This is an optimization exercise on Yosys and OpenROAD, whose aim is small area, not a production implementation. Only simulation tests tie the RTL to the original design; equivalence was not proved. Power figures rest on the tool's default switching activity, not on a simulated workload.

==> 11-05: inputs <==
// multi_object_trigger_runtime
module multi_object_trigger_runtime #(
    parameter integer OBJECT_AMOUNT = 16
) (
    input centi_second_tick,
    input object_control_level,
    input clk_calculation,
    input reset,
    input [9:0] x,
    input [9:0] y,
    input [2:0] object_movement_direction,
    input [9:0] object_pos_x,
    input [9:0] object_pos_y,
    input [9:0] object_w,
    input [9:0] object_h,
    input [4:0] object_speed,
    input [7:0] object_destroy_time,
    input [1:0] object_destroy_trigger,
    input [9:0] player_pos_x,
    input [9:0] player_pos_y,
    input [9:0] player_w,
    input [9:0] player_h,
    input  [9:0]  display_pos_x1,
    input  [9:0]  display_pos_y1,
    input  [9:0]  display_pos_x2,
    input  [9:0]  display_pos_y2,
    input sync_object_position,
    input is_reset_stage,
    output reg update_object_position,
    output wire object_signal,
    output reg is_trigger_player
);
    genvar i;
    integer it;
    wire rst = reset || is_reset_stage;
    reg get_iter;
    reg [3:0] iter;
    reg [OBJECT_AMOUNT-1:0] ready;
    reg loading;
    reg loaded;      
    wire [OBJECT_AMOUNT-1:0] free_i;
    wire [OBJECT_AMOUNT-1:0] hid_i;
    wire [OBJECT_AMOUNT-1:0] render_i;
    wire [OBJECT_AMOUNT-1:0] overlap_i;
    reg [3:0] hi_ready;
    always @(*) begin
        hi_ready = iter;
        for (it = 0; it < OBJECT_AMOUNT; it = it + 1)
            if (ready[it]) hi_ready = it;
    end
    always @(posedge clk_calculation) begin
        loaded <= !rst && loading;
        if (rst) begin
            update_object_position <= 1'b0;
            iter <= 4'd0;
            get_iter <= 1'b0;
  ...
clock: 8.0 ns
lec_check: 0
cap_margin: 20
core_margin: 2
core_utilization: 65
place_density: 0.72
slew_margin: 20
run.sh (not shown) runs the stock make flow with config.mk's settings and CLKGATE_MAP_FILE= SYNTH_SCRIPT=/design/flow/synth_recipe.tcl, a recipe that flattens the netlist after the stock synthesis.
==> 06-27 (differences from 11-05) <==
==> flow/flow/run.sh (new file) <==
#!/bin/bash
# Layout flow: the standard flow (standard.sh), with these changes:
#  - synthesis maps the logic with an area-oriented ABC script (flow/abc_area.script)
#    in place of ORFS's delay-oriented one; everything else in synthesis is the
#    standard script (synth_recipe.tcl + ORFS synth.tcl), so registers are unchanged;
#  - ports are buffered with buf_2 cells (instead of the slow clkdlybuf4s50 delay cells);
#  - clock tree synthesis uses clkbuf_4 clock buffers and no dummy loads.
# Each tool's output goes to logs in this folder (ORFS keeps its own under orfs/logs).
set -euo pipefail
W=$(pwd)
ABC="$W/flow/abc_area.script"

# ORFS synth.tcl with the ABC script swapped (abc_args is "-script <file> ...")
sed -e "s#^source \$::env(SCRIPTS_DIR)/synth_preamble.tcl\$#&\nset abc_args [lreplace \$abc_args 1 1 $ABC]#" \
    "$FLOW_HOME/scripts/synth.tcl" > "$W/synth_body.tcl"
grep -q 'lreplace $abc_args 1 1' "$W/synth_body.tcl"
# The standard flow's synthesis wrapper, sourcing that copy
sed -e "s#source \$::env(SCRIPTS_DIR)/synth.tcl#source $W/synth_body.tcl#" \
    "$W/synth_recipe.tcl" > "$W/own_synth.tcl"
grep -q "synth_body.tcl" "$W/own_synth.tcl"

CTS="-sink_clustering_enable -repair_clock_nets -dont_use_dummy_load -buf_list sky130_fd_sc_hd__clkbuf_4"
bash "$W/standard.sh" "SYNTH_SCRIPT=$W/own_synth.tcl" "CTS_ARGS=$CTS" \
    "BUFFER_PORTS_ARGS=-buffer_cell sky130_fd_sc_hd__buf_2" finish > "$W/standard.log" 2>&1
test -s "$W/out/final.def"
==> flow/flow/abc_area.script (new file) <==
strash
&get -n
&st
&dch -f
&nf -a -R 1000
&put
==> flow/standard.sh (new file) <==
#!/bin/bash
# synth_recipe.tcl (not shown) runs the flow's synth.tcl, then flattens the netlist and writes it again
# the make line also repeats each setting of config.mk as NAME=value (left out here)
make -C /OpenROAD-flow-scripts/flow DESIGN_CONFIG=/design/flow/config.mk WORK_HOME=/design/flow/orfs CLKGATE_MAP_FILE= SYNTH_SCRIPT=/design/flow/synth_recipe.tcl "${@:-finish}"
--- a/flow/config.mk
+++ b/flow/config.mk
@@ -11,2 +11,3 @@
 export PLACE_DENSITY = 0.72
+export SETUP_SLACK_MARGIN = 0.1
 export SLEW_MARGIN = 20
removed: flow/run.sh
==> impl_results.md <==
* Fin util at 72.36%
* Clk Latency, worst-skew pair at 1.50 ns
* Multiplexer share of the synthesized area at 0.2893%
* Fraction of synthesized cell area taken by the top area cell type at 49.04%
* Overall track demand over capacity in global routing at 46.06%
* Net switching fraction of the power at a little over a quarter
* Worst Reg-to-Reg Cells at 18
* Power density over the cells at 167.7 mW/mm^2
* Status: no timing/DRC/antenna violations
* DR vias at just under 90,000
* Class of the most critical setup path: reg2out
* Largest fanout of any net on the critical path at 2
Source of the figures above: 06-27

==> impl_results.md <==
* Status: failed layout checks
* Checks that blocked a clean result: negative setup slack
* Final critical-path setup slack at -0.1142 ns
* Clk Latency, worst-skew pair at 0.91 ns
* DR vias at roughly 97,000
* Overall track demand over capacity in global routing at 50.79%
* Fin util at between 70 and 80%
* Multiplexer share of the synthesized area at 0.5817%
* Largest fanout of any net on the critical path at 5
* Net switching fraction of the power at 25.77%
* Class of the most critical setup path: in2out
* Fraction of synthesized cell area taken by the top area cell type at 46.23%
* Worst Reg-to-Reg Cells at 17
* DR WL/cell at 35.43 um
* Final setup viols at 1
Source of the figures above: 11-05

-- re-timing with driven ports --
In the flow no input, the clock included, has a driving cell. The finished layouts below were timed again as built, in two steps.
Step 1 assumes that a clkbuf_16 drives the clock port and a buf_2 every other input.
Step 2 times the ports against the registers' clock, not the clock port: input delays grow and output delays shrink by t, the midpoint of the rising clock arrivals with the driver on.
Slacks: no drivers / after step 1 / after step 2; pairs: no drivers / after step 1.
| run | t, ns | setup slack, ns | worst setup path at the end | clock arrival spread, ns | pins driven straight from the clock port |
|---|---|---|---|---|---|
| 11-05 | 0.991 | -0.114 / -0.143 / -0.143 | input to output | 0.044 / 0.044 | 1 |
| 06-27 | 1.517 | 0.063 / -0.107 / -0.107 | input to output | 0.139 / 0.139 | 1 |
Met with ideal ports but missed after step 2: setup timing in 06-27. For 06-27, which loses most, drivers alone change the setup slack by -0.170 ns; drivers and shift together by -0.170 ns.
